Source: an optimization exercise on an open RTL-to-GDS flow (aim: small area, a short achievable clock period and few clock cycles per item). Production flows keep margins and buffers that such runs may drop.
Function was not checked in any run shown here: the RTL went through the layout flow alone.
The clock port is modelled as an ideal driver; clocking choices that lean on that would not hold on a real chip.

==> flow/design.v, too long to show whole: its modules and the start of the top module <==
// module square_root32: 912 lines
module square_root32(
		input wire iCLOCK,
		input wire inRESET,
		input wire iDATA_REQ,
		output wire oDATA_BUSY,
		input wire [31:0] iDATA,
		output wire oDATA_VALID,
		input wire iDATA_BUSY,
		output wire [15:0] oDATA
	);
  // ...
==> flow/flow/run.sh <==
#!/bin/bash
# The standard layout (standard.sh, unchanged synthesis and steps), with:
# - a larger setup margin for ORFS's timing repair, so that repair works
#   towards a shorter achieved period;
# - port buffers of the smallest buffer cell (repair upsizes them as needed);
bash standard.sh SETUP_SLACK_MARGIN=10.9 BUFFER_PORTS_ARGS='-buffer_cell sky130_fd_sc_hd__buf_1' POST_CTS_TCL="$(pwd)/flow/flatten_clk.tcl" finish > standard.log 2>&1
==> flow/flow/flatten_clk.tcl <==
# Remove the clock tree's intermediate level: the root clock buffer then
# drives the leaf clock buffers directly. Every register keeps the same
# number of buffers (two) between the clock port and its clock pin.
set block [ord::get_db_block]
set root [$block findInst clkbuf_0_iCLOCK]
set rootnet [[$root findITerm X] getNet]
set mids {}
foreach it [$rootnet getITerms] {
  set inst [$it getInst]
  if {$inst eq $root} continue
  if {[string match "clkbuf_leaf_*" [$inst getName]]} continue
  lappend mids $inst
}
foreach inst $mids {
  if {![string match "clkbuf_*" [$inst getName]]} { error "unexpected load [$inst getName] on the root clock net" }
  set onet [[$inst findITerm X] getNet]
  set loads {}
  foreach it [$onet getITerms] { if {[$it getInst] ne $inst} { lappend loads $it } }
  set dummies {}
  foreach it $loads {
    if {[string match "clkload*" [[$it getInst] getName]]} { lappend dummies [$it getInst]; continue }
    if {![string match "clkbuf_leaf_*" [[$it getInst] getName]]} { error "unexpected load [[$it getInst] getName]" }
    $it disconnect
    $it connect $rootnet
  }
  puts "flatten_clk: removed [$inst getName], moved [llength $loads] leaf buffers to [$rootnet getName]"
  foreach d $dummies {
    puts "flatten_clk: removed dummy load [$d getName]"
    odb::dbInst_destroy $d
  }
  odb::dbInst_destroy $inst
  odb::dbNet_destroy $onet
}
==> flow/standard.sh <==
#!/bin/bash
# synth_recipe.tcl (not shown) runs the flow's synth.tcl, then flattens the netlist and writes it again
# the make line also repeats each setting of config.mk as NAME=value (left out here)
make -C /OpenROAD-flow-scripts/flow DESIGN_CONFIG=/design/flow/config.mk WORK_HOME=/design/flow/orfs CLKGATE_MAP_FILE= SYNTH_SCRIPT=/design/flow/synth_recipe.tcl "${@:-finish}"
==> flow/config.mk <==
export PLATFORM = sky130hd
export DESIGN_NAME = square_root32
export DESIGN_NICKNAME = square_root32
export VERILOG_FILES = /design/flow/design.v
export SDC_FILE = /design/flow/constraint.sdc
export NUM_CORES = 4
export LEC_CHECK = 0
export ABC_AREA = 1
export CAP_MARGIN = 20
export CORE_MARGIN = 2
export CORE_UTILIZATION = 68
export CTS_BUF_LIST = sky130_fd_sc_hd__clkbuf_16
export CTS_CLUSTER_DIAMETER = 80
export CTS_CLUSTER_SIZE = 28
export SLEW_MARGIN = 20
==> flow/constraint.sdc <==
create_clock -name core_clock -period 15.0 [get_ports {iCLOCK}]
set_input_delay 3.0000 -clock core_clock [delete_from_list [all_inputs] [get_ports {iCLOCK}]]
set_output_delay 3.0000 -clock core_clock [all_outputs]
set_load 0.01 [all_outputs]
==> impl_metrics.yaml, run 1 <==
critical_path:
  cp_top_family: "simple AND/OR/NAND/NOR gates"
  max_stage_delay_ps: 490
  setup.worst_path.end: "rn8[7]$_DFFE_PN_"
  rr_startpoint: "qn5[0]$_DFFE_PN_"
  worst-endpoint-arrival_ps: 4150
  timing.critical_path.fanout_max: 18
  timing.critical_path.from: "qn5[0]$_DFFE_PN_"
  slowest_stage: "sky130_fd_sc_hd__edfxtp_1"
  cp.depth: 26
drt:
  top_routing_layer_in_use: "met4"
  finalWirelength_mm: 24.7
  avgRoutedWirePerCell_um: 13.3
  wl_met1_mm: 10.0
  via_count: 9757
status:
  outcome: "timing/DRC/antenna clean"
final_layout:
  n_sequential_cell: 238
  num-nonclk-inverters: 246
  nMultiInputCombCells: 1022
  post_route_cells_drive_above_1_share_pct: 5.24
  multi_input_gate_share_of_total_cell_area_pct: 39.8
  top_regs: "x2 (28), x5 (22)"
  final.clkbuf_count: 11
global_route:
  gr-usage-met2_pct: 45.8
synth:
  synth_fp_nets: 1630
  ys_async_sr_fraction_pct: 3.36
  number_of_different_library_cells_in_the_post_synthesis_netlist: 43
  share_of_the_synthesized_area_in_compound_gates_ao_oa_aoi_oai_pct: 7.09
  share_of_synthesized_area_occupied_by_flip_flops_and_latches_pct: 50.5
cts:
  clkSinkCount: 238
  tritoncts: "done"
job:
  max-cap-violations: 0
timing:
  timing.final.crit_period_ps: 3970
  postLayoutSetupSlackWorst_ps: 11030
hold_path:
  timing.hold.worst_endpoint: "x5[3]$_DFFE_PN_"
floorplan:
  chipHeight_um: 146
==> run 2, diff against run 1 <==
--- a/flow/design.v
+++ b/flow/design.v
@@ -19,64 +19,58 @@
 	reg b_v3;
 	reg b_v4;
 	reg b_v5;
 	reg b_v6;
 	wire [31:0] x0;
 	wire [0:0] q1;
 	wire [1:0] r1;
 	wire [29:0] x1;
-	reg [1:0] qn2;
-	wire [1:0] q2 = ~qn2;
+	reg [1:0] q2;
 	reg [2:0] rn2;
 	wire [2:0] r2 = ~rn2;
 	reg [27:0] x2;
 	wire [2:0] q3;
 	wire [3:0] r3;
 	wire [25:0] x3;
 	wire [3:0] q4;
 	wire [4:0] r4;
 	wire [23:0] x4;
-	reg [4:0] qn5;
-	wire [4:0] q5 = ~qn5;
+	reg [4:0] q5;
 	reg [5:0] rn5;
 	wire [5:0] r5 = ~rn5;
 	reg [21:0] x5;
 	wire [5:0] q6;
 	wire [6:0] r6;
 	wire [19:0] x6;
 	wire [6:0] q7;
 	wire [7:0] r7;
 	wire [17:0] x7;
-	reg [7:0] qn8;
-	wire [7:0] q8 = ~qn8;
+	reg [7:0] q8;
 	reg [8:0] rn8;
 	wire [8:0] r8 = ~rn8;
 	reg [15:0] x8;
 	wire [8:0] q9;
 	wire [9:0] r9;
 	wire [13:0] x9;
-	reg [9:0] qn10;
-	wire [9:0] q10 = ~qn10;
+	reg [9:0] q10;
 	reg [10:0] rn10;
 	wire [10:0] r10 = ~rn10;
 	reg [11:0] x10;
 	wire [10:0] q11;
 	wire [11:0] r11;
 	wire [9:0] x11;
-	reg [11:0] qn12;
-	wire [11:0] q12 = ~qn12;
+	reg [11:0] q12;
 	reg [12:0] rn12;
 	wire [12:0] r12 = ~rn12;
 	reg [7:0] x12;
 	wire [12:0] q13;
 	wire [13:0] r13;
 	wire [5:0] x13;
-	reg [13:0] qn14;
-	wire [13:0] q14 = ~qn14;
+	reg [13:0] q14;
 	reg [14:0] rn14;
 	wire [14:0] r14 = ~rn14;
 	reg [3:0] x14;
 	wire [14:0] q15;
 	wire [15:0] r15;
 	wire [1:0] x15;
 	wire [15:0] q16;
 	assign x0 = iDATA;
@@ -98,17 +92,17 @@
 	assign d1[0] = ~(t1[0] ^ sn1[0]);
 	assign d1[1] = t1[1] ^ (sn1[1] ^ (t1[0] | sn1[0]));
 	assign d1[2] = t1[2] ^ (sn1[2] ^ h1_1g);
 	assign d1[3] = t1[3] ^ (sn1[3] ^ h1_4g);
 	assign d1[4] = ~h1_3g;
 	wire ge1 = !d1[4];
 	always @(posedge iCLOCK) begin
 		if (adv) begin
-			qn2 <= ~{q1, ge1};
+			q2 <= {q1, ge1};
 			rn2 <= ~(ge1 ? d1[2:0] : t1[2:0]);
 			x2 <= x1[27:0];
 		end
 	end
 	wire [4:0] t2 = {r2, x2[27:26]};
 	wire [4:0] sn2 = {1'b1, ~q2, 2'b10};
 	wire h2_1g = (t2[1] & sn2[1]) | ((t2[1] | sn2[1]) & (t2[0] | sn2[0]));
 	wire h2_1p = (t2[1] | sn2[1]) & 1'b0;
@@ -184,17 +178,17 @@
 	assign d4[3] = t4[3] ^ (sn4[3] ^ h4_6g);
 	assign d4[4] = t4[4] ^ (sn4[4] ^ h4_4g);
 	assign d4[5] = t4[5] ^ (sn4[5] ^ h4_7g);
 	assign d4[6] = t4[6] ^ (sn4[6] ^ h4_5g);
 	assign d4[7] = ~h4_8g;
 	wire ge4 = !d4[7];
 	always @(posedge iCLOCK) begin
 		if (adv) begin
-			qn5 <= ~{q4, ge4};
+			q5 <= {q4, ge4};
 			rn5 <= ~(ge4 ? d4[5:0] : t4[5:0]);
 			x5 <= x4[21:0];
 		end
 	end
 	wire [7:0] t5 = {r5, x5[21:20]};
 	wire [7:0] sn5 = {1'b1, ~q5, 2'b10};
 	wire h5_1g = (t5[1] & sn5[1]) | ((t5[1] | sn5[1]) & (t5[0] | sn5[0]));
 	wire h5_1p = (t5[1] | sn5[1]) & 1'b0;
@@ -313,17 +307,17 @@
 	assign d7[6] = t7[6] ^ (sn7[6] ^ h7_9g);
 	assign d7[7] = t7[7] ^ (sn7[7] ^ h7_13g);
 	assign d7[8] = t7[8] ^ (sn7[8] ^ h7_8g);
 	assign d7[9] = t7[9] ^ (sn7[9] ^ h7_14g);
 	assign d7[10] = ~h7_10g;
 	wire ge7 = !d7[10];
 	always @(posedge iCLOCK) begin
 		if (adv) begin
-			qn8 <= ~{q7, ge7};
+			q8 <= {q7, ge7};
 			rn8 <= ~(ge7 ? d7[8:0] : t7[8:0]);
 			x8 <= x7[15:0];
 		end
 	end
 	wire [10:0] t8 = {r8, x8[15:14]};
 	wire [10:0] sn8 = {1'b1, ~q8, 2'b10};
 	wire h8_1g = (t8[1] & sn8[1]) | ((t8[1] | sn8[1]) & (t8[0] | sn8[0]));
 	wire h8_1p = (t8[1] | sn8[1]) & 1'b0;
@@ -422,17 +416,17 @@
 	assign d9[8] = t9[8] ^ (sn9[8] ^ h9_10g);
 	assign d9[9] = t9[9] ^ (sn9[9] ^ h9_17g);
 	assign d9[10] = t9[10] ^ (sn9[10] ^ h9_13g);
 	assign d9[11] = t9[11] ^ (sn9[11] ^ h9_18g);
 	assign d9[12] = ~h9_11g;
 	wire ge9 = !d9[12];
 	always @(posedge iCLOCK) begin
 		if (adv) begin
-			qn10 <= ~{q9, ge9};
+			q10 <= {q9, ge9};
 			rn10 <= ~(ge9 ? d9[10:0] : t9[10:0]);
 			x10 <= x9[11:0];
 		end
 	end
 	wire [12:0] t10 = {r10, x10[11:10]};
 	wire [12:0] sn10 = {1'b1, ~q10, 2'b10};
 	wire h10_1g = (t10[1] & sn10[1]) | ((t10[1] | sn10[1]) & (t10[0] | sn10[0]));
 	wire h10_1p = (t10[1] | sn10[1]) & 1'b0;
@@ -549,17 +543,17 @@
 	assign d11[10] = t11[10] ^ (sn11[10] ^ h11_14g);
 	assign d11[11] = t11[11] ^ (sn11[11] ^ h11_20g);
 	assign d11[12] = t11[12] ^ (sn11[12] ^ h11_12g);
 	assign d11[13] = t11[13] ^ (sn11[13] ^ h11_21g);
 	assign d11[14] = ~h11_15g;
 	wire ge11 = !d11[14];
 	always @(posedge iCLOCK) begin
 		if (adv) begin
-			qn12 <= ~{q11, ge11};
+			q12 <= {q11, ge11};
 			rn12 <= ~(ge11 ? d11[12:0] : t11[12:0]);
 			x12 <= x11[7:0];
 		end
 	end
 	wire [14:0] t12 = {r12, x12[7:6]};
 	wire [14:0] sn12 = {1'b1, ~q12, 2'b10};
 	wire h12_1g = (t12[1] & sn12[1]) | ((t12[1] | sn12[1]) & (t12[0] | sn12[0]));
 	wire h12_1p = (t12[1] | sn12[1]) & 1'b0;
@@ -696,17 +690,17 @@
 	assign d13[12] = t13[12] ^ (sn13[12] ^ h13_16g);
 	assign d13[13] = t13[13] ^ (sn13[13] ^ h13_25g);
 	assign d13[14] = t13[14] ^ (sn13[14] ^ h13_19g);
 	assign d13[15] = t13[15] ^ (sn13[15] ^ h13_26g);
 	assign d13[16] = ~h13_15g;
 	wire ge13 = !d13[16];
 	always @(posedge iCLOCK) begin
 		if (adv) begin
-			qn14 <= ~{q13, ge13};
+			q14 <= {q13, ge13};
 			rn14 <= ~(ge13 ? d13[14:0] : t13[14:0]);
 			x14 <= x13[3:0];
 		end
 	end
 	wire [16:0] t14 = {r14, x14[3:2]};
 	wire [16:0] sn14 = {1'b1, ~q14, 2'b10};
 	wire h14_1g = (t14[1] & sn14[1]) | ((t14[1] | sn14[1]) & (t14[0] | sn14[0]));
 	wire h14_1p = (t14[1] | sn14[1]) & 1'b0;
==> run 2 against run 1 <==
Net effect: still clean; sequential share of layout area down 0.34 points; cell count down 0.65%; critical path depth down 25; routed wire length down 1.6%; first-iteration DRC count up 33%; worst setup slack worse by 61 ps; global-route usage down 0.53 points; sequential cell count unchanged; utilization up 2.0 points; final area up 0.77%; hold slack worse by 5.4 ps.
==> impl_metrics.yaml, run 2 <==
critical_path:
  worst-endpoint-required_ps: 12000
  start_kind: "flop"
  timing.critical_path.fanout_max: 2
  critPathBufInv: 1
  max_stage_delay_ps: 480
  cp_top_family: "flip-flops"
  worst-endpoint-arrival_ps: 1030
  cp_cell_sequence: "buf_1"
  slowest_stage: "sky130_fd_sc_hd__dfrtp_4"
  crit_path_end_kind: "primary output"
  crit_type: "flop to primary output"
global_route:
  grt_usage_pct: 23.7
  grt_start_max_net_pins: 161
  grt_pass1_vias: 8892
  first_pass_grt_wire_length_mm: 40.4
  grt_overflow_total: 0
  grt_antenna_before_repair: 0
final_layout:
  num_antenna_cells: 0
  most_frequent_cells_in_the_layout: "460 x sky130_fd_sc_hd__nand2_1, 214 x sky130_fd_sc_hd__edfxtp_1, 202 x sky130_fd_sc_hd__inv_1"
  most_common_library_cell_in_the_layout_ignoring_fill_and_taps: "sky130_fd_sc_hd__nand2_1"
  post_route_cells_drive_above_1_share_pct: 7.42
  top_regs: "x2 (28), x5 (22)"
  registers.top_by_ff_count: "x2"
  largest_reg_flops: 28
  num-nets-final: 1677
  area_grow_syn2layout_pct: 7.46
synth:
  netlist_instances: 1508
  synth_flop_type: "sky130_fd_sc_hd__edfxtp_1"
  share_of_synthesized_area_occupied_by_flip_flops_and_latches_pct: 50.6
  yosys_warnings: 1
  netlist_top_cells_count: "462 x sky130_fd_sc_hd__nand2_1, 214 x sky130_fd_sc_hd__edfxtp_1, 205 x sky130_fd_sc_hd__inv_1"
  synth_area_leader_cell: "sky130_fd_sc_hd__edfxtp_1"
  synth_area_mm2: 0.0137
  yosys_top_cell_area_share_pct: 46.8
  synth_fp_nets: 1614
  synth_enable_flop_cells: 214
  synth_most_common_cell: "sky130_fd_sc_hd__nand2_1"
  synth.top_cells.by_area: "sky130_fd_sc_hd__edfxtp_1 47%, sky130_fd_sc_hd__nand2_1 13%, sky130_fd_sc_hd__fa_1 6.1%, sky130_fd_sc_hd__inv_1 5.6%, sky130_fd_sc_hd__o21ai_0 3.7%"
  number_of_different_library_cells_in_the_post_synthesis_netlist: 52
  postSynthAreaPerCell_um2: 9.10
  ys_async_sr_fraction_pct: 3.36
  number_of_flip_flops_and_latches_in_the_synthesized_netlist: 238
timing:
  timing.final.crit_period_ps: 4030
  grt_setup_unrepaired: "true"
  report.final.hold_viol_count: 0
  tightestPinTransition_ps: 1050
  fmax_mhz: 248
  tns_ps: 0
  layout_worst_path_cycle_share_pct: 26.9
  finalClockSkew_ps: 9.09
  hold-worst-slack_ps: 419
  setup_viol: 0
  maxSlewViolCount: 0
  timing.max_slew.rel_slack_pct: 29.8
floorplan:
  io_pins: 54
  die_x_um: 146
  core_area_mm2: 0.0197
  initial_utilization_pct: 69.8
  floorplan.rows: 51
  chipHeight_um: 146
  die_area_mm2: 0.0213
drt:
  drt_pre_antenna_iters: 6
  finalWirelength_mm: 24.3
  viasPerCell: 5.25
  drt-initial-drc-count: 656
  avgRoutedWirePerCell_um: 13.2
  via_count: 9672
  ant_nets: 0
  drt_drc_violations_left: 0
place:
  dp_hpwl_mm: 18.0
  io_buffer_count: 53
  gp_congestion: 0.860
job:
  max-cap-violations: 0
cts:
  clock_latency_ps: 420
  cts.clk_slew.worst_paths_ps: 100
  tritoncts: "done"
  clkSinkCount: 238
status:
  outcome: "timing/DRC/antenna clean"
hold_path:
  worst_min_delay_path_class: "flop to flop"
## run 2: through the flow
stage	setup WS [ps]	area, µm²	std cells	util (%)
final	10970	14700	1841	75.0
after global placement	10680	14100	1806	71.9
after detailed placement	10580	14100	1806	71.9
after floorplan	11010	13700	1508	-
after global routing	10800	14700	1841	75.0
## run 2: cell families after synthesis
| family | Yosys count | synth area share (%) |
|---|---|---|
| fa+ha+maj | 70 | 8.68 |
| simple gates | 726 | 22.7 |
| buf+inv | 236 | 6.83 |
| xor+xnor | 70 | 4.47 |
| mux | 1 | 0.0730 |
| flops | 238 | 50.6 |
| compound gates | 167 | 6.56 |
## run 2: worst paths after layout
check | to | from | depth (start not counted) | slack (ps)
setup / recovery | oDATA_BUSY | b_skid_valid$_DFF_PN0_ | 1 | 10970
hold / removal | x5[3]$_DFFE_PN_ | x2[3]$_DFFE_PN_ | 0 | 420
setup reg to reg | rn8[7]$_DFFE_PN_ | x5[21]$_DFFE_PN_ | 25 | 11050
hold reg to reg | x5[3]$_DFFE_PN_ | x2[3]$_DFFE_PN_ | 0 | 420
max in group asynchronous | b_skid_valid$_DFF_PN0_ | inRESET | 1 | 12190
min in group asynchronous | b_v3$_DFFE_PN0N_ | inRESET | 1 | 2470
## run 2: area by class of cell
class                   count  area, µm²
fillers                  1482       4910
flip-flops and latches    238       6950
inverters                 215        818
clock inverters             7       80.1
well taps                 265        332
multi-input cells        1034       5950
clock buffers              11        275
repair buffers             71        339
## run 2: layer usage
metal  GRT usage (%)  part of all wire, %  wire [µm]
met1            32.8                   46      11200
met5               0                    0          0
met4            7.91                  2.2        532
met3            4.91                  4.7       1150
met2            38.1                   47      11400

[port drivers added, routing unchanged]
The results above use ideal ports. As a check the final layouts listed here were re-extracted and re-timed, cells and wires unchanged.
Step 1 assumes that a clkbuf_16 drives the clock port and a buf_2 every other input.
Step 2 also shifts input and output timing later by t, the mid clock arrival at the registers, as if the neighbouring blocks saw the same clock.
Slacks: ideal ports / drivers / drivers and shift; pairs: ideal ports / drivers.
run	t (ns)	setup WS [ns]	hold slack, ns	slew at the worst register clock pin (ns)
run 1	0.457	11.029 / 10.991 / 10.859	0.425 / 0.425 / 0.425	0.11 / 0.11
run 2	0.463	10.968 / 10.925 / 10.976	0.419 / 0.419 / 0.419	0.10 / 0.10
After both steps every run listed still meets setup and hold. For run 1, which loses most, drivers alone change the setup slack by -0.038 ns; drivers and shift together by -0.170 ns.
